Context: an optimization exercise on an open-source flow, tuned for small area and a short achievable clock period. The choices shown serve that exercise and are no tape-out recipe. Function was not checked in any run shown here: the RTL went through the layout flow alone. Power is estimated from default activity; no workload was simulated.

File: config.mk
export PLATFORM = sky130hd
export DESIGN_NAME = mac_16bit
export DESIGN_NICKNAME = mac_16bit
export VERILOG_FILES = /design/flow/design.v
export SDC_FILE = /design/flow/constraint.sdc
export NUM_CORES = 4
export LEC_CHECK = 0
export CAP_MARGIN = 20
export CORE_MARGIN = 2
export CORE_UTILIZATION = 40
export SLEW_MARGIN = 20
File: design.v
module mac_16bit(out_rounded,md,mr,clk,rst);
output reg [26:0] out_rounded;
input [15:0] md,mr;
input clk,rst;
reg [15:0] MD;
reg [7:0] ONE, TWO, NEG;         
reg [84:0] P;                  
reg [39:0] acc;
reg [8:0] k;       
reg clr;           
reg z1;            
reg r1, z2;        
wire zero = !rst | clr;
wire [16:0] mrx = {mr, 1'b0};
wire [7:0] one_n, two_n, neg_n;
genvar g;
generate for (g = 0; g < 8; g = g + 1) begin : enc
  assign one_n[g] = mrx[2*g+1] ^ mrx[2*g];
  assign two_n[g] = (mrx[2*g+2] & ~mrx[2*g+1] & ~mrx[2*g]) | (~mrx[2*g+2] & mrx[2*g+1] & mrx[2*g]);
  assign neg_n[g] = mrx[2*g+2] & ~(mrx[2*g+1] & mrx[2*g]);
end endgenerate
wire [16:0] pp0 = (({17{ONE[0]}} & {MD[15], MD}) | ({17{TWO[0]}} & {MD, 1'b0})) ^ {17{NEG[0]}};
wire ns0 = ~pp0[16];
wire [16:0] pp1 = (({17{ONE[1]}} & {MD[15], MD}) | ({17{TWO[1]}} & {MD, 1'b0})) ^ {17{NEG[1]}};
wire ns1 = ~pp1[16];
wire [16:0] pp2 = (({17{ONE[2]}} & {MD[15], MD}) | ({17{TWO[2]}} & {MD, 1'b0})) ^ {17{NEG[2]}};
wire ns2 = ~pp2[16];
wire [16:0] pp3 = (({17{ONE[3]}} & {MD[15], MD}) | ({17{TWO[3]}} & {MD, 1'b0})) ^ {17{NEG[3]}};
wire ns3 = ~pp3[16];
wire [16:0] pp4 = (({17{ONE[4]}} & {MD[15], MD}) | ({17{TWO[4]}} & {MD, 1'b0})) ^ {17{NEG[4]}};
wire ns4 = ~pp4[16];
wire [16:0] pp5 = (({17{ONE[5]}} & {MD[15], MD}) | ({17{TWO[5]}} & {MD, 1'b0})) ^ {17{NEG[5]}};
wire ns5 = ~pp5[16];
wire [16:0] pp6 = (({17{ONE[6]}} & {MD[15], MD}) | ({17{TWO[6]}} & {MD, 1'b0})) ^ {17{NEG[6]}};
wire ns6 = ~pp6[16];
wire [16:0] pp7 = (({17{ONE[7]}} & {MD[15], MD}) | ({17{TWO[7]}} & {MD, 1'b0})) ^ {17{NEG[7]}};
wire ns7 = ~pp7[16];
wire as1, ac2; assign {ac2, as1} = {1'b0, pp0[10]} + {1'b0, pp1[8]};
wire as3, ac4; assign {ac4, as3} = {1'b0, pp0[11]} + {1'b0, pp1[9]};
wire as5, ac6; assign {ac6, as5} = {1'b0, pp0[12]} + {1'b0, pp1[10]} + {1'b0, pp2[8]};
wire as7, ac8; assign {ac8, as7} = {1'b0, pp3[6]} + {1'b0, pp4[4]};
wire as9, ac10; assign {ac10, as9} = {1'b0, pp0[13]} + {1'b0, pp1[11]} + {1'b0, pp2[9]};
wire as11, ac12; assign {ac12, as11} = {1'b0, pp3[7]} + {1'b0, pp4[5]};
wire as13, ac14; assign {ac14, as13} = {1'b0, pp0[14]} + {1'b0, pp1[12]} + {1'b0, pp2[10]};
wire as15, ac16; assign {ac16, as15} = {1'b0, pp3[8]} + {1'b0, pp4[6]} + {1'b0, pp5[4]};
wire as17, ac18; assign {ac18, as17} = {1'b0, pp6[2]} + {1'b0, pp7[0]};
wire as19, ac20; assign {ac20, as19} = {1'b0, pp0[15]} + {1'b0, pp1[13]} + {1'b0, pp2[11]};
wire as21, ac22; assign {ac22, as21} = {1'b0, pp3[9]} + {1'b0, pp4[7]} + {1'b0, pp5[5]};
wire as23, ac24; assign {ac24, as23} = {1'b0, pp6[3]} + {1'b0, pp7[1]};
wire as25 = ~(ns0 ^ pp1[14]); wire ac26 = ns0 | pp1[14];
wire as27, ac28; assign {ac28, as27} = {1'b0, pp2[12]} + {1'b0, pp3[10]} + {1'b0, pp4[8]};
wire as29, ac30; assign {ac30, as29} = {1'b0, pp5[6]} + {1'b0, pp6[4]} + {1'b0, pp7[2]};
wire as31 = ~(pp1[15] ^ pp2[13]); wire ac32 = pp1[15] | pp2[13];
wire as33, ac34; assign {ac34, as33} = {1'b0, pp3[11]} + {1'b0, pp4[9]} + {1'b0, pp5[7]};
wire as35, ac36; assign {ac36, as35} = {1'b0, pp6[5]} + {1'b0, pp7[3]};
wire as37, ac38; assign {ac38, as37} = {1'b0, ns1} + {1'b0, pp2[14]} + {1'b0, pp3[12]};
wire as39, ac40; assign {ac40, as39} = {1'b0, pp4[10]} + {1'b0, pp5[8]} + {1'b0, pp6[6]};
wire as41 = ~(pp2[15] ^ pp3[13]); wire ac42 = pp2[15] | pp3[13];
wire as43, ac44; assign {ac44, as43} = {1'b0, pp4[11]} + {1'b0, pp5[9]};
wire as45, ac46; assign {ac46, as45} = {1'b0, ns2} + {1'b0, pp3[14]} + {1'b0, pp4[12]};
wire as47 = ~pp3[15];
wire as48, ac49; assign {ac49, as48} = {1'b0, pp0[6]} + {1'b0, pp1[4]};
wire as50, ac51; assign {ac51, as50} = {1'b0, pp0[7]} + {1'b0, pp1[5]};
wire as52, ac53; assign {ac53, as52} = {1'b0, pp0[8]} + {1'b0, pp1[6]} + {1'b0, pp2[4]};
wire as54, ac55; assign {ac55, as54} = {1'b0, pp3[2]} + {1'b0, pp4[0]};
wire as56, ac57; assign {ac57, as56} = {1'b0, pp0[9]} + {1'b0, pp1[7]} + {1'b0, pp2[5]};
wire as58, ac59; assign {ac59, as58} = {1'b0, pp3[3]} + {1'b0, pp4[1]};
wire as60, ac61; assign {ac61, as60} = {1'b0, as1} + {1'b0, pp2[6]} + {1'b0, pp3[4]};
wire as62, ac63; assign {ac63, as62} = {1'b0, pp4[2]} + {1'b0, pp5[0]} + {1'b0, NEG[5]};
wire as64, ac65; assign {ac65, as64} = {1'b0, as3} + {1'b0, pp2[7]} + {1'b0, pp3[5]};
wire as66, ac67; assign {ac67, as66} = {1'b0, pp4[3]} + {1'b0, pp5[1]} + {1'b0, ac2};
wire as68, ac69; assign {ac69, as68} = {1'b0, as5} + {1'b0, as7} + {1'b0, pp5[2]};
wire as70, ac71; assign {ac71, as70} = {1'b0, pp6[0]} + {1'b0, NEG[6]} + {1'b0, ac4};
wire as72, ac73; assign {ac73, as72} = {1'b0, as9} + {1'b0, as11} + {1'b0, pp5[3]};
wire as74, ac75; assign {ac75, as74} = {1'b0, pp6[1]} + {1'b0, ac6} + {1'b0, ac8};
wire as76, ac77; assign {ac77, as76} = {1'b0, as13} + {1'b0, as15} + {1'b0, as17};
wire as78, ac79; assign {ac79, as78} = {1'b0, NEG[7]} + {1'b0, ac10} + {1'b0, ac12};
wire as80, ac81; assign {ac81, as80} = {1'b0, as19} + {1'b0, as21} + {1'b0, as23};
wire as82, ac83; assign {ac83, as82} = {1'b0, ac14} + {1'b0, ac16} + {1'b0, ac18};
wire as84, ac85; assign {ac85, as84} = {1'b0, as25} + {1'b0, as27} + {1'b0, as29};
wire as86, ac87; assign {ac87, as86} = {1'b0, ac20} + {1'b0, ac22} + {1'b0, ac24};
wire as88, ac89; assign {ac89, as88} = {1'b0, as31} + {1'b0, as33} + {1'b0, as35};
wire as90, ac91; assign {ac91, as90} = {1'b0, ac26} + {1'b0, ac28} + {1'b0, ac30};
wire as92, ac93; assign {ac93, as92} = {1'b0, as37} + {1'b0, as39} + {1'b0, pp7[4]};
wire as94, ac95; assign {ac95, as94} = {1'b0, ac32} + {1'b0, ac34} + {1'b0, ac36};
wire as96, ac97; assign {ac97, as96} = {1'b0, as41} + {1'b0, as43} + {1'b0, pp6[7]};
wire as98, ac99; assign {ac99, as98} = {1'b0, pp7[5]} + {1'b0, ac38} + {1'b0, ac40};
wire as100, ac101; assign {ac101, as100} = {1'b0, as45} + {1'b0, pp5[10]} + {1'b0, pp6[8]};
wire as102, ac103; assign {ac103, as102} = {1'b0, pp7[6]} + {1'b0, ac42} + {1'b0, ac44};
wire as104, ac105; assign {ac105, as104} = {1'b0, as47} + {1'b0, pp4[13]} + {1'b0, pp5[11]};
wire as106, ac107; assign {ac107, as106} = {1'b0, pp6[9]} + {1'b0, pp7[7]} + {1'b0, ac46};
wire as108, ac109; assign {ac109, as108} = {1'b0, ns3} + {1'b0, pp4[14]} + {1'b0, pp5[12]};
wire as110, ac111; assign {ac111, as110} = {1'b0, pp6[10]} + {1'b0, pp7[8]} + {1'b0, pp3[15]};
wire as112 = ~(pp4[15] ^ pp5[13]); wire ac113 = pp4[15] | pp5[13];
wire as114, ac115; assign {ac115, as114} = {1'b0, pp6[11]} + {1'b0, pp7[9]};
wire as116, ac117; assign {ac117, as116} = {1'b0, ns4} + {1'b0, pp5[14]} + {1'b0, pp6[12]};
wire as118 = ~pp5[15];
wire as119, ac120; assign {ac120, as119} = {1'b0, pp0[4]} + {1'b0, pp1[2]};
wire as121, ac122; assign {ac122, as121} = {1'b0, pp0[5]} + {1'b0, pp1[3]};
wire as123, ac124; assign {ac124, as123} = {1'b0, as48} + {1'b0, pp2[2]} + {1'b0, pp3[0]};
wire as125, ac126; assign {ac126, as125} = {1'b0, as50} + {1'b0, pp2[3]} + {1'b0, pp3[1]};
wire as127, ac128; assign {ac128, as127} = {1'b0, as52} + {1'b0, as54} + {1'b0, NEG[4]};
wire as129, ac130; assign {ac130, as129} = {1'b0, as56} + {1'b0, as58} + {1'b0, ac53};
wire as131, ac132; assign {ac132, as131} = {1'b0, as60} + {1'b0, as62} + {1'b0, ac57};
wire as133, ac134; assign {ac134, as133} = {1'b0, as64} + {1'b0, as66} + {1'b0, ac61};
wire as135, ac136; assign {ac136, as135} = {1'b0, as68} + {1'b0, as70} + {1'b0, ac65};
wire as137, ac138; assign {ac138, as137} = {1'b0, as72} + {1'b0, as74} + {1'b0, ac69};
wire as139, ac140; assign {ac140, as139} = {1'b0, as76} + {1'b0, as78} + {1'b0, ac73};
wire as141, ac142; assign {ac142, as141} = {1'b0, as80} + {1'b0, as82} + {1'b0, ac77};
wire as143, ac144; assign {ac144, as143} = {1'b0, as84} + {1'b0, as86} + {1'b0, ac81};
wire as145, ac146; assign {ac146, as145} = {1'b0, as88} + {1'b0, as90} + {1'b0, ac85};
wire as147, ac148; assign {ac148, as147} = {1'b0, as92} + {1'b0, as94} + {1'b0, ac89};
wire as149, ac150; assign {ac150, as149} = {1'b0, as96} + {1'b0, as98} + {1'b0, ac93};
wire as151, ac152; assign {ac152, as151} = {1'b0, as100} + {1'b0, as102} + {1'b0, ac97};
wire as153, ac154; assign {ac154, as153} = {1'b0, as104} + {1'b0, as106} + {1'b0, ac101};
wire as155, ac156; assign {ac156, as155} = {1'b0, as108} + {1'b0, as110} + {1'b0, ac105};
wire as157, ac158; assign {ac158, as157} = {1'b0, as112} + {1'b0, as114} + {1'b0, ac109};
wire as159, ac160; assign {ac160, as159} = {1'b0, as116} + {1'b0, pp7[10]} + {1'b0, ac113};
wire as161, ac162; assign {ac162, as161} = {1'b0, as118} + {1'b0, pp6[13]} + {1'b0, pp7[11]};
wire as163, ac164; assign {ac164, as163} = {1'b0, ns5} + {1'b0, pp6[14]} + {1'b0, pp7[12]};
wire as165 = ~pp6[15];
wire [84:0] pnext;
assign pnext[0] = pp0[0];
assign pnext[1] = NEG[0];
assign pnext[2] = pp0[1];
assign pnext[3] = pp0[2];
assign pnext[4] = pp1[0];
assign pnext[5] = NEG[1];
assign pnext[6] = pp0[3];
assign pnext[7] = pp1[1];
assign pnext[8] = as119;
assign pnext[9] = pp2[0];
assign pnext[10] = NEG[2];
assign pnext[11] = as121;
assign pnext[12] = pp2[1];
assign pnext[13] = ac120;
assign pnext[14] = as123;
assign pnext[15] = NEG[3];
assign pnext[16] = ac122;
assign pnext[17] = as125;
assign pnext[18] = ac49;
assign pnext[19] = ac124;
assign pnext[20] = as127;
assign pnext[21] = ac51;
assign pnext[22] = ac126;
assign pnext[23] = as129;
assign pnext[24] = ac55;
assign pnext[25] = ac128;
assign pnext[26] = as131;
assign pnext[27] = ac59;
assign pnext[28] = ac130;
assign pnext[29] = as133;
assign pnext[30] = ac63;
assign pnext[31] = ac132;
assign pnext[32] = as135;
assign pnext[33] = ac67;
assign pnext[34] = ac134;
assign pnext[35] = as137;
assign pnext[36] = ac71;
assign pnext[37] = ac136;
assign pnext[38] = as139;
assign pnext[39] = ac75;
assign pnext[40] = ac138;
assign pnext[41] = as141;
assign pnext[42] = ac79;
assign pnext[43] = ac140;
assign pnext[44] = as143;
assign pnext[45] = ac83;
assign pnext[46] = ac142;
assign pnext[47] = as145;
assign pnext[48] = ac87;
assign pnext[49] = ac144;
assign pnext[50] = as147;
assign pnext[51] = ac91;
assign pnext[52] = ac146;
assign pnext[53] = as149;
assign pnext[54] = ac95;
assign pnext[55] = ac148;
assign pnext[56] = as151;
assign pnext[57] = ac99;
assign pnext[58] = ac150;
assign pnext[59] = as153;
assign pnext[60] = ac103;
assign pnext[61] = ac152;
assign pnext[62] = as155;
assign pnext[63] = ac107;
assign pnext[64] = ac154;
assign pnext[65] = as157;
assign pnext[66] = ac111;
assign pnext[67] = ac156;
assign pnext[68] = as159;
assign pnext[69] = ac115;
assign pnext[70] = ac158;
assign pnext[71] = as161;
assign pnext[72] = ac117;
assign pnext[73] = ac160;
assign pnext[74] = as163;
assign pnext[75] = pp5[15];
assign pnext[76] = ac162;
assign pnext[77] = as165;
assign pnext[78] = pp7[13];
assign pnext[79] = ac164;
assign pnext[80] = ns6;
assign pnext[81] = pp7[14];
assign pnext[82] = pp6[15];
assign pnext[83] = pp7[15];
assign pnext[84] = ns7;
wire bs166, bc167; assign {bc167, bs166} = {1'b0, P[3]} + {1'b0, P[4]};
wire bs168, bc169; assign {bc169, bs168} = {1'b0, P[6]} + {1'b0, P[7]};
wire bs170, bc171; assign {bc171, bs170} = {1'b0, P[8]} + {1'b0, P[9]} + {1'b0, P[10]};
wire bs172, bc173; assign {bc173, bs172} = {1'b0, P[11]} + {1'b0, P[12]} + {1'b0, P[13]};
wire bs174, bc175; assign {bc175, bs174} = {1'b0, P[14]} + {1'b0, P[15]} + {1'b0, P[16]};
wire bs176, bc177; assign {bc177, bs176} = {1'b0, P[17]} + {1'b0, P[18]} + {1'b0, P[19]};
wire bs178, bc179; assign {bc179, bs178} = {1'b0, P[20]} + {1'b0, P[21]} + {1'b0, P[22]};
wire bs180, bc181; assign {bc181, bs180} = {1'b0, P[23]} + {1'b0, P[24]} + {1'b0, P[25]};
wire bs182, bc183; assign {bc183, bs182} = {1'b0, P[26]} + {1'b0, P[27]} + {1'b0, P[28]};
wire bs184, bc185; assign {bc185, bs184} = {1'b0, P[29]} + {1'b0, P[30]} + {1'b0, P[31]};
wire bs186, bc187; assign {bc187, bs186} = {1'b0, P[32]} + {1'b0, P[33]} + {1'b0, P[34]};
wire bs188, bc189; assign {bc189, bs188} = {1'b0, P[35]} + {1'b0, P[36]} + {1'b0, P[37]};
wire bs190, bc191; assign {bc191, bs190} = {1'b0, P[38]} + {1'b0, P[39]} + {1'b0, P[40]};
wire bs192, bc193; assign {bc193, bs192} = {1'b0, P[41]} + {1'b0, P[42]} + {1'b0, P[43]};
wire bs194, bc195; assign {bc195, bs194} = {1'b0, P[44]} + {1'b0, P[45]} + {1'b0, P[46]};
wire bs196, bc197; assign {bc197, bs196} = {1'b0, P[47]} + {1'b0, P[48]} + {1'b0, P[49]};
wire bs198, bc199; assign {bc199, bs198} = {1'b0, P[50]} + {1'b0, P[51]} + {1'b0, P[52]};
wire bs200, bc201; assign {bc201, bs200} = {1'b0, P[53]} + {1'b0, P[54]} + {1'b0, P[55]};
wire bs202, bc203; assign {bc203, bs202} = {1'b0, P[56]} + {1'b0, P[57]} + {1'b0, P[58]};
wire bs204, bc205; assign {bc205, bs204} = {1'b0, P[59]} + {1'b0, P[60]} + {1'b0, P[61]};
wire bs206, bc207; assign {bc207, bs206} = {1'b0, P[62]} + {1'b0, P[63]} + {1'b0, P[64]};
wire bs208, bc209; assign {bc209, bs208} = {1'b0, P[65]} + {1'b0, P[66]} + {1'b0, P[67]};
wire bs210, bc211; assign {bc211, bs210} = {1'b0, P[68]} + {1'b0, P[69]} + {1'b0, P[70]};
wire bs212, bc213; assign {bc213, bs212} = {1'b0, P[71]} + {1'b0, P[72]} + {1'b0, P[73]};
wire bs214, bc215; assign {bc215, bs214} = {1'b0, P[74]} + {1'b0, P[75]} + {1'b0, P[76]};
wire bs216, bc217; assign {bc217, bs216} = {1'b0, P[77]} + {1'b0, P[78]} + {1'b0, P[79]};
wire bs218, bc219; assign {bc219, bs218} = {1'b0, P[80]} + {1'b0, P[81]} + {1'b0, P[82]};
wire bs220 = ~P[83];
wire bs221, bc222; assign {bc222, bs221} = {1'b0, P[0]} + {1'b0, P[1]};
wire bs223, bc224; assign {bc224, bs223} = {1'b0, P[2]} + {1'b0, acc[1]};
wire bs225, bc226; assign {bc226, bs225} = {1'b0, bs166} + {1'b0, P[5]} + {1'b0, acc[2]};
wire bs227, bc228; assign {bc228, bs227} = {1'b0, bs168} + {1'b0, acc[3]} + {1'b0, bc167};
wire bs229, bc230; assign {bc230, bs229} = {1'b0, bs170} + {1'b0, acc[4]} + {1'b0, bc169};
wire bs231, bc232; assign {bc232, bs231} = {1'b0, bs172} + {1'b0, acc[5]} + {1'b0, bc171};
wire bs233, bc234; assign {bc234, bs233} = {1'b0, bs174} + {1'b0, acc[6]} + {1'b0, bc173};
wire bs235, bc236; assign {bc236, bs235} = {1'b0, bs176} + {1'b0, acc[7]} + {1'b0, bc175};
wire bs237, bc238; assign {bc238, bs237} = {1'b0, bs178} + {1'b0, acc[8]} + {1'b0, bc177};
wire bs239, bc240; assign {bc240, bs239} = {1'b0, bs180} + {1'b0, acc[9]} + {1'b0, bc179};
wire bs241, bc242; assign {bc242, bs241} = {1'b0, bs182} + {1'b0, acc[10]} + {1'b0, bc181};
wire bs243, bc244; assign {bc244, bs243} = {1'b0, bs184} + {1'b0, acc[11]} + {1'b0, bc183};
wire bs245, bc246; assign {bc246, bs245} = {1'b0, bs186} + {1'b0, acc[12]} + {1'b0, bc185};
wire bs247, bc248; assign {bc248, bs247} = {1'b0, bs188} + {1'b0, acc[13]} + {1'b0, bc187};
wire bs249, bc250; assign {bc250, bs249} = {1'b0, bs190} + {1'b0, acc[14]} + {1'b0, bc189};
wire bs251, bc252; assign {bc252, bs251} = {1'b0, bs192} + {1'b0, acc[15]} + {1'b0, bc191};
wire bs253, bc254; assign {bc254, bs253} = {1'b0, bs194} + {1'b0, acc[16]} + {1'b0, bc193};
wire bs255, bc256; assign {bc256, bs255} = {1'b0, bs196} + {1'b0, acc[17]} + {1'b0, bc195};
wire bs257, bc258; assign {bc258, bs257} = {1'b0, bs198} + {1'b0, acc[18]} + {1'b0, bc197};
wire bs259, bc260; assign {bc260, bs259} = {1'b0, bs200} + {1'b0, acc[19]} + {1'b0, bc199};
wire bs261, bc262; assign {bc262, bs261} = {1'b0, bs202} + {1'b0, acc[20]} + {1'b0, bc201};
wire bs263, bc264; assign {bc264, bs263} = {1'b0, bs204} + {1'b0, acc[21]} + {1'b0, bc203};
wire bs265, bc266; assign {bc266, bs265} = {1'b0, bs206} + {1'b0, acc[22]} + {1'b0, bc205};
wire bs267, bc268; assign {bc268, bs267} = {1'b0, bs208} + {1'b0, acc[23]} + {1'b0, bc207};
wire bs269, bc270; assign {bc270, bs269} = {1'b0, bs210} + {1'b0, acc[24]} + {1'b0, bc209};
wire bs271, bc272; assign {bc272, bs271} = {1'b0, bs212} + {1'b0, acc[25]} + {1'b0, bc211};
wire bs273, bc274; assign {bc274, bs273} = {1'b0, bs214} + {1'b0, acc[26]} + {1'b0, bc213};
wire bs275, bc276; assign {bc276, bs275} = {1'b0, bs216} + {1'b0, acc[27]} + {1'b0, bc215};
wire bs277, bc278; assign {bc278, bs277} = {1'b0, bs218} + {1'b0, acc[28]} + {1'b0, bc217};
wire bs279, bc280; assign {bc280, bs279} = {1'b0, bs220} + {1'b0, acc[29]} + {1'b0, bc219};
wire bs281, bc282; assign {bc282, bs281} = {1'b0, P[84]} + {1'b0, acc[30]} + {1'b0, P[83]};
wire bs283 = ~acc[31];
wire [7:0] yhi = 8'd0 + {7'd0, acc[31]} - 8'd1;
wire [39:0] opx = {acc[39:32], bs283, bs281, bs279, bs277, bs275, bs273, bs271, bs269, bs267, bs265, bs263, bs261, bs259, bs257, bs255, bs253, bs251, bs249, bs247, bs245, bs243, bs241, bs239, bs237, bs235, bs233, bs231, bs229, bs227, bs225, bs223, bs221};
wire [39:0] opy = {yhi, bc282, bc280, bc278, bc276, bc274, bc272, bc270, bc268, bc266, bc264, bc262, bc260, bc258, bc256, bc254, bc252, bc250, bc248, bc246, bc244, bc242, bc240, bc238, bc236, bc234, bc232, bc230, bc228, bc226, bc224, bc222, acc[0]};
wire [39:0] g0 = opx & opy;
wire [39:0] p0 = opx ^ opy;
wire G284 = g0[1] | (p0[1] & g0[0]);
wire Q285 = p0[1] & p0[0];
wire G286 = g0[3] | (p0[3] & g0[2]);
wire Q287 = p0[3] & p0[2];
wire G288 = g0[5] | (p0[5] & g0[4]);
wire Q289 = p0[5] & p0[4];
wire G290 = g0[7] | (p0[7] & g0[6]);
wire Q291 = p0[7] & p0[6];
wire G292 = g0[9] | (p0[9] & g0[8]);
wire Q293 = p0[9] & p0[8];
wire G294 = g0[11] | (p0[11] & g0[10]);
wire Q295 = p0[11] & p0[10];
wire G296 = g0[13] | (p0[13] & g0[12]);
wire Q297 = p0[13] & p0[12];
wire G298 = g0[15] | (p0[15] & g0[14]);
wire Q299 = p0[15] & p0[14];
wire G300 = g0[17] | (p0[17] & g0[16]);
wire Q301 = p0[17] & p0[16];
wire G302 = g0[19] | (p0[19] & g0[18]);
wire Q303 = p0[19] & p0[18];
wire G304 = g0[21] | (p0[21] & g0[20]);
wire Q305 = p0[21] & p0[20];
wire G306 = g0[23] | (p0[23] & g0[22]);
wire Q307 = p0[23] & p0[22];
wire G308 = g0[25] | (p0[25] & g0[24]);
wire Q309 = p0[25] & p0[24];
wire G310 = g0[27] | (p0[27] & g0[26]);
wire Q311 = p0[27] & p0[26];
wire G312 = g0[29] | (p0[29] & g0[28]);
wire Q313 = p0[29] & p0[28];
wire G314 = g0[31] | (p0[31] & g0[30]);
wire Q315 = p0[31] & p0[30];
wire G316 = g0[33] | (p0[33] & g0[32]);
wire Q317 = p0[33] & p0[32];
wire G318 = g0[35] | (p0[35] & g0[34]);
wire Q319 = p0[35] & p0[34];
wire G320 = g0[37] | (p0[37] & g0[36]);
wire Q321 = p0[37] & p0[36];
wire G322 = g0[39] | (p0[39] & g0[38]);
wire Q323 = p0[39] & p0[38];
wire G324 = g0[2] | (p0[2] & G284);
wire Q325 = p0[2] & Q285;
wire G326 = G286 | (Q287 & G284);
wire Q327 = Q287 & Q285;
wire G328 = g0[6] | (p0[6] & G288);
wire Q329 = p0[6] & Q289;
wire G330 = G290 | (Q291 & G288);
wire Q331 = Q291 & Q289;
wire G332 = g0[10] | (p0[10] & G292);
wire Q333 = p0[10] & Q293;
wire G334 = G294 | (Q295 & G292);
wire Q335 = Q295 & Q293;
wire G336 = g0[14] | (p0[14] & G296);
wire Q337 = p0[14] & Q297;
wire G338 = G298 | (Q299 & G296);
wire Q339 = Q299 & Q297;
wire G340 = g0[18] | (p0[18] & G300);
wire Q341 = p0[18] & Q301;
wire G342 = G302 | (Q303 & G300);
wire Q343 = Q303 & Q301;
wire G344 = g0[22] | (p0[22] & G304);
wire Q345 = p0[22] & Q305;
wire G346 = G306 | (Q307 & G304);
wire Q347 = Q307 & Q305;
wire G348 = g0[26] | (p0[26] & G308);
wire Q349 = p0[26] & Q309;
wire G350 = G310 | (Q311 & G308);
wire Q351 = Q311 & Q309;
wire G352 = g0[30] | (p0[30] & G312);
wire Q353 = p0[30] & Q313;
wire G354 = G314 | (Q315 & G312);
wire Q355 = Q315 & Q313;
wire G356 = g0[34] | (p0[34] & G316);
wire Q357 = p0[34] & Q317;
wire G358 = G318 | (Q319 & G316);
wire Q359 = Q319 & Q317;
wire G360 = g0[38] | (p0[38] & G320);
wire Q361 = p0[38] & Q321;
wire G362 = G322 | (Q323 & G320);
wire Q363 = Q323 & Q321;
wire G364 = g0[4] | (p0[4] & G326);
wire Q365 = p0[4] & Q327;
wire G366 = G288 | (Q289 & G326);
wire Q367 = Q289 & Q327;
wire G368 = G328 | (Q329 & G326);
wire Q369 = Q329 & Q327;
wire G370 = G330 | (Q331 & G326);
wire Q371 = Q331 & Q327;
wire G372 = g0[12] | (p0[12] & G334);
wire Q373 = p0[12] & Q335;
wire G374 = G296 | (Q297 & G334);
wire Q375 = Q297 & Q335;
wire G376 = G336 | (Q337 & G334);
wire Q377 = Q337 & Q335;
wire G378 = G338 | (Q339 & G334);
wire Q379 = Q339 & Q335;
wire G380 = g0[20] | (p0[20] & G342);
wire Q381 = p0[20] & Q343;
wire G382 = G304 | (Q305 & G342);
wire Q383 = Q305 & Q343;
wire G384 = G344 | (Q345 & G342);
wire Q385 = Q345 & Q343;
wire G386 = G346 | (Q347 & G342);
wire Q387 = Q347 & Q343;
wire G388 = g0[28] | (p0[28] & G350);
wire Q389 = p0[28] & Q351;
wire G390 = G312 | (Q313 & G350);
wire Q391 = Q313 & Q351;
wire G392 = G352 | (Q353 & G350);
wire Q393 = Q353 & Q351;
wire G394 = G354 | (Q355 & G350);
wire Q395 = Q355 & Q351;
wire G396 = g0[36] | (p0[36] & G358);
wire Q397 = p0[36] & Q359;
wire G398 = G320 | (Q321 & G358);
wire Q399 = Q321 & Q359;
wire G400 = G360 | (Q361 & G358);
wire Q401 = Q361 & Q359;
wire G402 = G362 | (Q363 & G358);
wire Q403 = Q363 & Q359;
wire G404 = g0[8] | (p0[8] & G370);
wire Q405 = p0[8] & Q371;
wire G406 = G292 | (Q293 & G370);
wire Q407 = Q293 & Q371;
wire G408 = G332 | (Q333 & G370);
wire Q409 = Q333 & Q371;
wire G410 = G334 | (Q335 & G370);
wire Q411 = Q335 & Q371;
wire G412 = G372 | (Q373 & G370);
wire Q413 = Q373 & Q371;
wire G414 = G374 | (Q375 & G370);
wire Q415 = Q375 & Q371;
wire G416 = G376 | (Q377 & G370);
wire Q417 = Q377 & Q371;
wire G418 = G378 | (Q379 & G370);
wire Q419 = Q379 & Q371;
wire G420 = g0[24] | (p0[24] & G386);
wire Q421 = p0[24] & Q387;
wire G422 = G308 | (Q309 & G386);
wire Q423 = Q309 & Q387;
wire G424 = G348 | (Q349 & G386);
wire Q425 = Q349 & Q387;
wire G426 = G350 | (Q351 & G386);
wire Q427 = Q351 & Q387;
wire G428 = G388 | (Q389 & G386);
wire Q429 = Q389 & Q387;
wire G430 = G390 | (Q391 & G386);
wire Q431 = Q391 & Q387;
wire G432 = G392 | (Q393 & G386);
wire Q433 = Q393 & Q387;
wire G434 = G394 | (Q395 & G386);
wire Q435 = Q395 & Q387;
wire G436 = g0[16] | (p0[16] & G418);
wire Q437 = p0[16] & Q419;
wire G438 = G300 | (Q301 & G418);
wire Q439 = Q301 & Q419;
wire G440 = G340 | (Q341 & G418);
wire Q441 = Q341 & Q419;
wire G442 = G342 | (Q343 & G418);
wire Q443 = Q343 & Q419;
wire G444 = G380 | (Q381 & G418);
wire Q445 = Q381 & Q419;
wire G446 = G382 | (Q383 & G418);
wire Q447 = Q383 & Q419;
wire G448 = G384 | (Q385 & G418);
wire Q449 = Q385 & Q419;
wire G450 = G386 | (Q387 & G418);
wire Q451 = Q387 & Q419;
wire G452 = G420 | (Q421 & G418);
wire Q453 = Q421 & Q419;
wire G454 = G422 | (Q423 & G418);
wire Q455 = Q423 & Q419;
wire G456 = G424 | (Q425 & G418);
wire Q457 = Q425 & Q419;
wire G458 = G426 | (Q427 & G418);
wire Q459 = Q427 & Q419;
wire G460 = G428 | (Q429 & G418);
wire Q461 = Q429 & Q419;
wire G462 = G430 | (Q431 & G418);
wire Q463 = Q431 & Q419;
wire G464 = G432 | (Q433 & G418);
wire Q465 = Q433 & Q419;
wire G466 = G434 | (Q435 & G418);
wire Q467 = Q435 & Q419;
wire G468 = g0[32] | (p0[32] & G466);
wire Q469 = p0[32] & Q467;
wire G470 = G316 | (Q317 & G466);
wire Q471 = Q317 & Q467;
wire G472 = G356 | (Q357 & G466);
wire Q473 = Q357 & Q467;
wire G474 = G358 | (Q359 & G466);
wire Q475 = Q359 & Q467;
wire G476 = G396 | (Q397 & G466);
wire Q477 = Q397 & Q467;
wire G478 = G398 | (Q399 & G466);
wire Q479 = Q399 & Q467;
wire G480 = G400 | (Q401 & G466);
wire Q481 = Q401 & Q467;
wire G482 = G402 | (Q403 & G466);
wire Q483 = Q403 & Q467;
wire [39:0] sum;
assign sum[0] = p0[0];
assign sum[1] = p0[1] ^ g0[0];
assign sum[2] = p0[2] ^ G284;
assign sum[3] = p0[3] ^ G324;
assign sum[4] = p0[4] ^ G326;
assign sum[5] = p0[5] ^ G364;
assign sum[6] = p0[6] ^ G366;
assign sum[7] = p0[7] ^ G368;
assign sum[8] = p0[8] ^ G370;
assign sum[9] = p0[9] ^ G404;
assign sum[10] = p0[10] ^ G406;
assign sum[11] = p0[11] ^ G408;
assign sum[12] = p0[12] ^ G410;
assign sum[13] = p0[13] ^ G412;
assign sum[14] = p0[14] ^ G414;
assign sum[15] = p0[15] ^ G416;
assign sum[16] = p0[16] ^ G418;
assign sum[17] = p0[17] ^ G436;
assign sum[18] = p0[18] ^ G438;
assign sum[19] = p0[19] ^ G440;
assign sum[20] = p0[20] ^ G442;
assign sum[21] = p0[21] ^ G444;
assign sum[22] = p0[22] ^ G446;
assign sum[23] = p0[23] ^ G448;
assign sum[24] = p0[24] ^ G450;
assign sum[25] = p0[25] ^ G452;
assign sum[26] = p0[26] ^ G454;
assign sum[27] = p0[27] ^ G456;
assign sum[28] = p0[28] ^ G458;
assign sum[29] = p0[29] ^ G460;
assign sum[30] = p0[30] ^ G462;
assign sum[31] = p0[31] ^ G464;
assign sum[32] = p0[32] ^ G466;
assign sum[33] = p0[33] ^ G468;
assign sum[34] = p0[34] ^ G470;
assign sum[35] = p0[35] ^ G472;
assign sum[36] = p0[36] ^ G474;
assign sum[37] = p0[37] ^ G476;
assign sum[38] = p0[38] ^ G478;
assign sum[39] = p0[39] ^ G480;
wire up = acc[12] & (acc[13] | (|acc[11:0]));
wire [26:0] rnd = acc[39:13] + {26'd0, up};
always @(posedge clk) begin
  MD <= md;
  ONE <= one_n;
  TWO <= two_n;
  NEG <= neg_n;
  P <= pnext;
  z1 <= zero;
  r1 <= !rst;
  z2 <= r1;
  if (zero | z1 | z2) acc <= 40'd0;
  else acc <= sum;
  out_rounded <= zero ? 27'd0 : rnd;
  if (zero) k <= {8'd0, clr};
  else k <= k + 9'd1;
  clr <= rst & !clr & (k == 9'd258);
end
endmodule
File: constraint.sdc
create_clock -name core_clock -period 6.9 [get_ports {clk}]
set_input_delay 1.3800 -clock core_clock [delete_from_list [all_inputs] [get_ports {clk}]]
set_output_delay 1.3800 -clock core_clock [all_outputs]
set_load 0.01 [all_outputs]
File: run.sh
#!/bin/bash
# synth_recipe.tcl (not shown) runs the flow's synth.tcl, then flattens the netlist and writes it again
# the make line also repeats each setting of config.mk as NAME=value (left out here)
make -C /OpenROAD-flow-scripts/flow DESIGN_CONFIG=/design/flow/config.mk WORK_HOME=/design/flow/orfs CLKGATE_MAP_FILE= SYNTH_SCRIPT=/design/flow/synth_recipe.tcl finish
==> results of run 1 <==
[critical path: cells and delay by family, from the launching register on]
kind                     cells  cell delay (ps)
AO/OA/AOI/OAI                5             1010
XOR/XNOR                     1              160
adder cells (fa/ha/maj)      4             1730
flip-flops                   1              310
AND/OR/NAND/NOR              3              340
[sequential cells by signal (all words and copies together) (netlist names), 8 cells and up]
register and flops:
TWO 8, out_rounded 27, P 85, acc 40, ONE 8, k 9, MD 16, NEG 8
[metrics by stage]
step	hold WS (ps)	instances
floorplan	310	1183
global placement	326	1567
detailed placement	320	1568
CTS	337	1613
global route	342	1613
finish	331	1613
[cell usage in the layout, fill, tap and decap left out, types with 6 or more instances in the layout]
master	instances
nor3_1	8
o21ai_0	26
buf_4	7
xnor2_1	110
ha_1	72
clkbuf_16	25
nor2b_1	12
a21oi_1	24
a22oi_1	120
nand3_1	14
nand2_1	31
a21o_1	6
nand4_1	14
and2_1	7
nand3b_1	7
nor2_1	76
fa_1	120
clkinv_2	6
xor2_1	80
clkdlybuf4s50_1	60
inv_1	97
or3_1	7
and3_1	7
dfxtp_1	205
nand2b_1	10
[per-layer routing]
layer	global-route usage (%)	vias to the layer above	part of all wire (%)	routed length, µm
met1	24.7	3891	49	12900
met2	27.1	247	43	11500
met5	0	-	0	0
li1	-	3963	-	-
met3	2.93	45	6.0	1610
met4	4.57	0	2.3	615
[logic make-up after synthesis]
group / Yosys count / synth area share [%]
fa+ha+maj: 192 / 26.9
flops: 205 / 33.5
mux: 4 / 0.347
compound gates: 209 / 12.0
buf+inv: 176 / 5.39
simple gates: 207 / 8.36
xor+xnor: 190 / 13.6
[power breakdown]
part / switching, mW / internal, mW
sequential: 0.244 / 1.47
clock: 0.511 / 0.748
combinational: 2.12 / 1.76
[cells in the mapped netlist, types with 2 or more instances]
cell	n
nand2b_1	10
a21o_1	6
a21oi_2	3
ha_1	72
a21oi_1	24
nand2_1	31
dfxtp_1	205
fa_1	120
buf_1	7
and2_1	7
nor3_1	8
nor2_1	76
or3_1	8
nand3b_1	7
and3_1	7
xnor2_1	110
a211oi_1	2
inv_1	97
o21a_1	2
and4_1	3
o21ai_1	2
mux2_2	2
o21ai_0	26
xor2_1	80
nand3_1	14
mux2i_1	2
or4_1	3
a31oi_1	4
nand4_1	14
o21bai_1	3
nor4_1	3
clkbuf_1	72
nor2b_1	12
a22oi_1	120
o21ai_2	2
o31ai_1	4
[final cells by class]
class / instances / share of cell area, %
multi-input cells: 802 / 53.9
clock buffers: 32 / 4.97
inverters: 97 / 2.61
repair buffers: 68 / 4.72
flip-flops and latches: 205 / 29.5
clock inverters: 13 / 0.826
well taps: 396 / 3.56
[path summary, 6_finish.rpt]
path,startpoint,endpoint,slack [ps],cells past startpoint
worst max-delay path,P[23],acc[33],3200,13
worst min-delay path,r1,z2,330,0
worst max register to register,P[23],acc[33],3200,13
worst min register to register,r1,z2,330,0
==> summary.txt, run 1 <==
Flow run
  • Max-Cap Viols: 0

Setup path
  • CP max stage delay: 550 ps
  • Worst-path fanout max: 5
  • CP endpoint kind: flip-flop
  • Crit path launch type: flip-flop
  • Data required time of the worst path: 7280 ps
  • Crit Path Class: flip-flop to flip-flop
  • Worst EP arrival: 4070 ps
  • Critical path's slowest cell: fa_1
  • Cell breakdown of the critical path: fa_1 > fa_1 > ha_1 > a21oi_1 > o21ai_0 > a21oi_1 > a21oi_2 > nor2_1 > nor2_1 > a31o_2 > fa_1 > xnor2_1 > nor2_1

STA
  • Final slew viol count: 0
  • Slew @ Worst Pin: 1140 ps
  • TNS Setup: 0 ps
  • RSZ-0062 raised after global routing: false
  • Clock Skews: 28.6 ps
  • Worst slew margin: 23.9%
  • Post-route setup slack: 3200 ps
  • Final Setup Violations: 0
  • Fmax: 271 MHz
  • Final period utilization: 53.6%
  • Fin crit period: 3700 ps
  • Final Hold Vio Count: 0

Synthesis
  • Instance count of the mapped netlist: 1183
  • Main area contributors after synthesis: dfxtp_1 (33%), fa_1 (20%), xnor2_1 (7.9%), a22oi_1 (7.3%), ha_1 (7.3%)
  • Yosys top cell by area: dfxtp_1
  • Mapped Area: 12300 µm²
  • Post-synthesis sequential area ratio: 33.5%
  • Ys Warns: 1
  • Top FF cell, synth: dfxtp_1
  • Area share of the largest cell type after synthesis: about a third
  • EDFF count, synth: 0
  • Synth async-reset ratio: 0%
  • Number of library cell types mapped by synthesis: 51
  • Mean Syn Cell Area: 10.4 µm²
  • #FFs+latches synth: 205
  • Syn Nets: 1409

Finish
  • Final Util: 45.8%
  • Area of the multi-input gates: 7500 µm²
  • Area growth from synthesis to layout: 13.6%
  • N_diodes: 0
  • Net count, final: ~1400
  • Final instance area: 13900 µm²
  • # fillers: 2900
  • Register area: roughly 4100 µm²
  • Layout cells sized above 1: 5.51%

CTS
  • CTS buffer count: 25
  • Post-CTS sizing: 0
  • H-Tree Depth: 1
  • Clk slew on worst S/H paths: 60 ps
  • Clock Latency Late Sink: 530 ps
  • Root buffer cell: clkbuf_16
  • CTS tree: done
  • Maximum clock path buffer count: 3
  • Hold-fix buffers, CTS: 0
  • Clock Sinks: 205
  • Post-CTS setup repair buffer count: 0

GRT
  • First-pass GRT wire length: ~44000 µm
  • GR Overflow Total: 0
  • Vias in the first global route: 8525
  • Largest net degree at the start of global routing: 40
  • GRT Util Overall: 17.3%
  • Initial antenna violation count: 0

Detailed routing
  • DR vias: 8146
  • DR WL/cell: about 17 µm
  • Iter 0 DRT Violations: 526
  • DRT Pass-1 Iters: 5
  • # DRC: 0
  • Routed WL: 26700 µm
  • Post-detailed-route count of antenna-violating nets: 0
  • Vias/cell: about 5.1

Pwr
  • Total Power: 6.85 mW
  • Power Dens Cells: 491 nW/µm²
  • Worst vdd ir: 0.212 mV
  • P_leak: 5.71 nW

Floorplanning
  • Die Wd: 179 µm
  • Die area: roughly 32000 µm²
  • Die Y: 179 µm
  • # rows: 64
  • Io pins: 61
  • Initial Util: roughly two fifths
  • Core Area: between 30000 and 40000 µm²

Placement
  • Detailed Place HPWL: 19100 µm
  • DP Area: 13100 µm²
  • PortBufs: 60
  • Placer congestion estimate: 0.845
  • Place WS: 3180 ps

Min path
  • Hold Path Class: flip-flop to flip-flop

Status
  • Outcome: complete, no violations
==> inputs of run 2 (changes only) <==
--- a/config.mk
+++ b/config.mk
@@ -8,4 +8,6 @@
 export CAP_MARGIN = 20
 export CORE_MARGIN = 2
 export CORE_UTILIZATION = 40
+export SETUP_SLACK_MARGIN = 4.4
 export SLEW_MARGIN = 20
+export TNS_END_PERCENT = 100
==> summary.txt, run 2 <==
Floorplanning
  • Io pins: 61 (unchanged)
  • Core Area: 30400 µm² (unchanged)
  • Die Wd: 179 µm (unchanged)
  • Die Y: 179 µm (unchanged)
  • Initial Util: 40.3% (unchanged)
  • Die area: 32100 µm² (unchanged)
  • # rows: 64 (unchanged)

STA
  • Clock Skews: 11.6 ps (-16.9 ps)
  • RSZ-0062 raised after global routing: true
  • Final hold slack: 329 ps (-2.88 ps)
  • Final Hold Vio Count: 0 (unchanged)
  • Fmax: 292 MHz (+7.8%)
  • Slew @ Worst Pin: 424 ps (-716 ps)
  • Final slew viol count: 0 (unchanged)
  • Fin crit period: 3430 ps (-267 ps)
  • Final period utilization: 49.7% (-3.9 points)
  • Final Setup Violations: 0 (unchanged)
  • Worst slew margin: 71.7% (+48 points)
  • TNS Setup: 0 ps (unchanged)

Placement
  • Placer congestion estimate: 0.828 (-2.1%)
  • Detailed Place HPWL: 19200 µm (+0.73%)
  • PortBufs: 60 (unchanged)
  • Cell total after placement: 1565 (-0.19%)

Detailed routing
  • Vias/cell: 5.15 (+2.1%)
  • DR WL/cell: 17.1 µm (+3.6%)
  • DR vias: 8824 (+8.3%)
  • Post-detailed-route count of antenna-violating nets: 0 (unchanged)
  • DRT Pass-1 Iters: 5 (unchanged)
  • Routed WL: 29300 µm (+9.9%)
  • # DRC: 0 (unchanged)
  • Iter 0 DRT Violations: 554 (+5.3%)

CTS
  • Clock Latency Late Sink: 520 ps (about the same)
  • Hold-fix buffers, CTS: 0 (unchanged)
  • Clock Sinks: 205 (unchanged)
  • CTS tree: done
  • Maximum clock path buffer count: 3 (unchanged)
  • Root buffer cell: clkbuf_16
  • Clk slew on worst S/H paths: 60 ps (about the same)
  • CTS buffer count: 24 (-4.0%)
  • H-Tree Depth: 1 (unchanged)

Setup path
  • Worst EP arrival: 3840 ps (-230 ps)
  • Worst-path fanout max: 4 (-1)
  • CP endpoint kind: flip-flop
  • Crit Path Class: flip-flop to flip-flop
  • Worst R2R Setup Slack: 3470 ps (+270 ps)
  • Crit. Startpoint: P[17]
  • Data required time of the worst path: 7320 ps (+40 ps)
  • FF-to-FF Start: P[17]
  • Crit path launch type: flip-flop

Synthesis
  • EDFF count, synth: 0 (unchanged)
  • Syn Nets: 1409 (unchanged)
  • Post-synthesis sequential area ratio: 33.5% (unchanged)
  • Most common cell in the netlist: dfxtp_1
  • Synth async-reset ratio: 0% (unchanged)
  • Ys Warns: 1 (unchanged)
  • #FFs+latches synth: 205 (unchanged)
  • Yosys top cell by area: dfxtp_1
  • Top cells by count, synth: dfxtp_1 (205), a22oi_1 (120), fa_1 (120)
  • Area share of the largest cell type after synthesis: 33.5% (unchanged)
  • Instance count of the mapped netlist: 1183 (unchanged)
  • Main area contributors after synthesis: dfxtp_1 (33%), fa_1 (20%), xnor2_1 (7.9%), a22oi_1 (7.3%), ha_1 (7.3%)
  • Number of library cell types mapped by synthesis: 51 (unchanged)
  • Mean Syn Cell Area: 10.4 µm² (unchanged)
  • Mapped Area: 12300 µm² (unchanged)
  • Top FF cell, synth: dfxtp_1

GRT
  • GR Overflow Total: 0 (unchanged)
  • Initial antenna violation count: 0 (unchanged)
  • GRT Util Overall: 18.2% (+0.89 points)
  • Largest net degree at the start of global routing: 40 (unchanged)
  • Vias in the first global route: 8721 (+2.3%)
  • First-pass GRT wire length: 46100 µm (+4.7%)

Min path
  • Hold Crit Start: r1
  • Hold Path Class: flip-flop to flip-flop

Pwr
  • P_leak: 6.35 nW (+11%)
  • Worst vdd ir: 0.300 mV (+41%)
  • Total Power: 8.13 mW (+19%)
  • Power Dens Cells: 525 nW/µm² (+6.9%)

Finish
  • Biggest register: P
  • Area growth from synthesis to layout: 26.1%
  • N_diodes: 0 (unchanged)
  • Layout cells sized above 1: 23.7% (+18 points)
  • Fin cells: 1712 (+6.1%)
  • Largest registers: P: 85 flops, acc: 40 flops, out_rounded: 27 flops
  • Most frequent cells in the layout: dfxtp_1 (166), fa_1 (111), xnor2_1 (106), a22oi_1 (94), buf_4 (92)
  • Net count, final: 1527 (+7.2%)
  • Largest register FFs: 85 (unchanged)
  • Final Util: 50.9% (+5.1 points)
  • # fillers: 2745 (-5.3%)
  • Commonest non-fill, non-tap cell in the layout: dfxtp_1

Status
  • Outcome: complete, no violations

Flow run
  • Max-Cap Viols: 0 (unchanged)
## run 2: repair_timing
item,CTS,global route
pin swaps,26,76
setup buffers,38,68
setup endpoints to repair,94,72
resized for setup,139,97
## run 2: where the power goes
group          total, mW  switching (mW)  internal (mW)  leakage, nW
combinational       5.25            2.68           2.57         4.26
sequential          1.68           0.212           1.47         1.72
clock               1.20           0.479          0.718        0.371
## run 2: final cells by class
class                           instances  area (µm²)  share of cell area (%)
Multi-Input combinational cell        802        8150                    52.6
Sequential cell                       205        4240                    27.4
Timing Repair Buffer                  171        1480                    9.53
Clock buffer                           32         672                    4.34
Tap cell                              396         495                    3.20
Inverter                               97         364                    2.35
Clock inverter                          9        80.1                   0.518
## run 2: metal layers
metal	share of wire (%)	GRT usage [%]	wire, µm	up-vias
li1	-	-	-	4171
met1	46	25.4	13400	4256
met2	45	28.3	13100	331
met3	6.8	3.56	2000	66
met4	3.0	5.61	875	0
met5	0	0	0	-
## run 2: metrics by stage
stage          instance area [µm²]  setup WS [ps]
6_report                     15500           3470
5_1_grt                      15500           3340
4_1_cts                      14700           3480
3_5_place_dp                 13300           3160
3_3_place_gp                 13300           3200
2_1_floorplan                12700           3650
## run 2: kinds of logic (layout without fill, tap and decap cells)
logic type / Yosys count / in the layout / synth area share [%]
AO/OA/AOI/OAI: 209 / 209 / 12.0
XOR/XNOR: 190 / 190 / 13.6
multiplexers: 4 / 4 / 0.347
AND/OR/NAND/NOR: 207 / 207 / 8.36
buffers and inverters: 176 / 309 / 5.39
flip-flops: 205 / 205 / 33.5
adder cells (fa/ha/maj): 192 / 192 / 26.9
## run 2: final timing paths
path                  end  depth (start not counted)
hold / removal         z2                          0
setup reg to reg  acc[32]                         14
setup / recovery  acc[32]                         14
hold reg to reg        z2                          0
## run 2: critical path: stages, from the launching register on
cell	delay, ps
dfxtp_2	320
fa_1	540
inv_2	40
fa_2	520
inv_2	40
ha_4	280
and4_1	200
o311a_4	220
o21ai_4	80
a21oi_4	170
nor2_2	60
nor2_2	110
a31o_2	180
fa_2	420
and2_1	140
==> inputs of run 3 (changes only) <==
--- a/config.mk
+++ b/config.mk
@@ -8,6 +8,5 @@
 export CAP_MARGIN = 20
 export CORE_MARGIN = 2
 export CORE_UTILIZATION = 40
-export SETUP_SLACK_MARGIN = 4.4
+export SETUP_SLACK_MARGIN = 3.6
 export SLEW_MARGIN = 20
-export TNS_END_PERCENT = 100
==> summary.txt, run 3 <==
Synthesis
  • Most common cell in the netlist: dfxtp_1
  • Mapped Area: 12300 µm² (unchanged)
  • #FFs+latches synth: 205 (unchanged)
  • Post-synthesis sequential area ratio: 33.5% (unchanged)
  • Top FF cell, synth: dfxtp_1
  • EDFF count, synth: 0 (unchanged)
  • Mean Syn Cell Area: 10.4 µm² (unchanged)
  • Top cells by count, synth: dfxtp_1 (205), a22oi_1 (120), fa_1 (120)
  • Main area contributors after synthesis: dfxtp_1 (33%), fa_1 (20%), xnor2_1 (7.9%), a22oi_1 (7.3%), ha_1 (7.3%)
  • Number of library cell types mapped by synthesis: 51 (unchanged)
  • Ys Warns: 1 (unchanged)
  • Synth async-reset ratio: 0% (unchanged)
  • Syn Nets: 1409 (unchanged)
  • Area share of the largest cell type after synthesis: 33.5% (unchanged)
  • Instance count of the mapped netlist: 1183 (unchanged)
  • Yosys top cell by area: dfxtp_1

Finish
  • Net count, final: 1446 (-5.3%)
  • N_diodes: 0 (unchanged)
  • Final Util: 48.0% (-2.9 points)
  • Biggest register: P
  • Largest registers: P: 85 flops, acc: 40 flops, out_rounded: 27 flops
  • Most frequent cells in the layout: dfxtp_1 (202), a22oi_1 (120), fa_1 (119), xnor2_1 (109), inv_1 (94)
  • # fillers: 2788 (+1.6%)
  • Layout cells sized above 1: 11.9% (-12 points)
  • Commonest non-fill, non-tap cell in the layout: dfxtp_1
  • Fin cells: 1633 (-4.6%)
  • Final instance area: 14600 µm² (-5.7%)
  • Largest register FFs: 85 (unchanged)
  • Area growth from synthesis to layout: 19.0%

Detailed routing
  • DR WL/cell: 17.0 µm (-0.87%)
  • # DRC: 0 (unchanged)
  • Post-detailed-route count of antenna-violating nets: 0 (unchanged)
  • DR vias: 8386 (-5.0%)
  • Iter 0 DRT Violations: 540 (-2.5%)
  • DRT Pass-1 Iters: 5 (unchanged)
  • Vias/cell: 5.14 (-0.37%)
  • Routed WL: 27700 µm (-5.4%)

Placement
  • DP Area: 13200 µm² (-1.2%)
  • Cell total after placement: 1567 (+0.13%)
  • Place WS: 3180 ps (+19.1 ps)
  • Detailed Place HPWL: 18900 µm (-1.5%)
  • PortBufs: 60 (unchanged)
  • Placer congestion estimate: 0.824 (-0.41%)

Floorplanning
  • Die Wd: 179 µm (unchanged)
  • Initial Util: 40.3% (unchanged)
  • Core Area: 30400 µm² (unchanged)
  • Die area: 32100 µm² (unchanged)
  • # rows: 64 (unchanged)
  • Die Y: 179 µm (unchanged)
  • Io pins: 61 (unchanged)

Setup path
  • Buf+Inv Stages, Crit Path: 0 (-2)
  • Data required time of the worst path: 7300 ps (-20 ps)
  • Critical path's slowest cell: fa_1
  • Cell breakdown of the critical path: fa_1 > fa_1 > ha_4 > o21ai_1 > o21bai_1 > a221oi_2 > o21ai_2 > a21oi_2 > a21oi_4 > or4_1 > and3_1
  • Crit Path Class: flip-flop to flip-flop
  • Worst EP arrival: 3860 ps (+20 ps)
  • Cell repeated most along the worst path: fa_1
  • CP endpoint kind: flip-flop
  • CP max stage delay: 580 ps (+40 ps)
  • Crit path launch type: flip-flop
  • Worst-path fanout max: 5 (+1)
  • Delay-heaviest family, CP: adder cells

STA
  • Post-route setup slack: 3440 ps (-29.3 ps)
  • Clock Skews: 25.8 ps (+14.2 ps)
  • Slew @ Worst Pin: 1100 ps (+672 ps)
  • Worst slew margin: 26.8% (-45 points)
  • Final Setup Violations: 0 (unchanged)
  • Final slew viol count: 0 (unchanged)
  • Final hold slack: 325 ps (-3.17 ps)
  • Fmax: 289 MHz (-0.85%)
  • Final Hold Vio Count: 0 (unchanged)
  • Final period utilization: 50.1% (+0.42 points)
  • Fin crit period: 3460 ps (+29.3 ps)
  • RSZ-0062 raised after global routing: true
  • TNS Setup: 0 ps (unchanged)

CTS
  • Clock Sinks: 205 (unchanged)
  • Root buffer cell: clkbuf_16
  • CTS tree: done
  • H-Tree Depth: 1 (unchanged)
  • Clk slew on worst S/H paths: 60 ps (about the same)
  • CTS buffer count: 24 (unchanged)
  • Clock Latency Late Sink: 530 ps (about the same)
  • Maximum clock path buffer count: 3 (unchanged)
  • Hold-fix buffers, CTS: 0 (unchanged)

Min path
  • Hold Path Class: flip-flop to flip-flop

GRT
  • Largest net degree at the start of global routing: 40 (unchanged)
  • GRT Util Overall: 17.6% (-0.54 points)
  • First-pass GRT wire length: 45000 µm (-2.4%)
  • Initial antenna violation count: 0 (unchanged)
  • GR Overflow Total: 0 (unchanged)
  • Vias in the first global route: 8526 (-2.2%)

Status
  • Outcome: complete, no violations

Flow run
  • Max-Cap Viols: 0 (unchanged)

Pwr
  • Total Power: 8.25 mW (+1.5%)
  • P_leak: 5.89 nW (-7.2%)
  • Worst vdd ir: 0.315 mV (+5.2%)
  • Power Dens Cells: 565 nW/µm² (+7.6%)
-- run 3: cell counts after synthesis --
Identical to the previous run, type by type.
-- run 3: final cells by class --
type	count	area, µm²	area share (%)
multi-input combinational	802	7930	54.3
sequential	205	4110	28.1
timing repair buffer	90	830	5.68
clock buffer	31	698	4.78
tap	396	495	3.39
inverter	97	364	2.49
clock inverter	12	178	1.22
-- run 3: repair_timing --
item                                   CTS  global route
setup endpoints to repair               15            21
gates resized for setup                 32            37
endpoints found under the hold margin    0             0
cloned                                   0             0
pin swaps                               21            50
buffers inserted                         9            14
-- run 3: worst paths after layout --
path	to	slack [ps]	startpoint	depth (start not counted)
min reg2reg	z2	330	r1	0
max reg2reg	acc[36]	3440	P[64]	11
max	acc[36]	3440	P[64]	11
min	z2	330	r1	0
-- run 3: worst register-to-register path, delay by kind of cell (launching register included) --
family	cells	cell delay [ps]
AO/OA/AOI/OAI	6	980
adder cells (fa/ha/maj)	3	1360
flip-flops	1	320
AND/OR/NAND/NOR	2	680
-- run 3: routing by layer --
layer	global-route usage, %	part of all wire (%)
met5	0	0
met4	4.30	2.2
met3	2.97	5.0
met2	28.0	44
met1	25.0	48
-- run 3: logic make-up after synthesis --
family	count (synthesis)	synth area share [%]
compound gates	209	12.0
xor+xnor	190	13.6
fa+ha+maj	192	26.9
buf+inv	176	5.39
flops	205	33.5
mux	4	0.347
simple gates	207	8.36
-- run 3: power by group --
part	switching, mW	total [mW]	internal, mW
logic	2.65	5.16	2.52
clock network	0.508	1.37	0.865
registers	0.243	1.71	1.47

==> static timing again, ports no longer ideal <==
No port has a modelled driver above. Below, the same layouts with a new extraction and two added sets of constraints. Step 1 (the two cells are an assumption about what drives the block):
set clk [get_ports {clk}]
set_driving_cell -lib_cell sky130_fd_sc_hd__clkbuf_16 $clk
set_driving_cell -lib_cell sky130_fd_sc_hd__buf_2 [delete_from_list [all_inputs] $clk]
Step 2 adds t to the input delays and takes it off the output delays; t is the mean of the earliest and latest rising clock arrival at the registers after step 1. Input paths then give back, and output paths get back, about the clock's delay inside the block. a / b / c = ideal ports / drivers / drivers and shift; a / b = the first two.
run	t, ns	slack for setup (ns)	clock arrival spread, ns
run 1	0.558	3.205 / 3.205 / 3.205	0.030 / 0.030
run 2	0.557	3.471 / 3.471 / 3.471	0.019 / 0.019
run 3	0.562	3.442 / 3.442 / 3.315	0.026 / 0.026
After both steps every run listed still meets setup and hold. For run 3, which loses most, drivers alone change the setup slack by 0.000 ns; drivers and shift together by -0.127 ns.
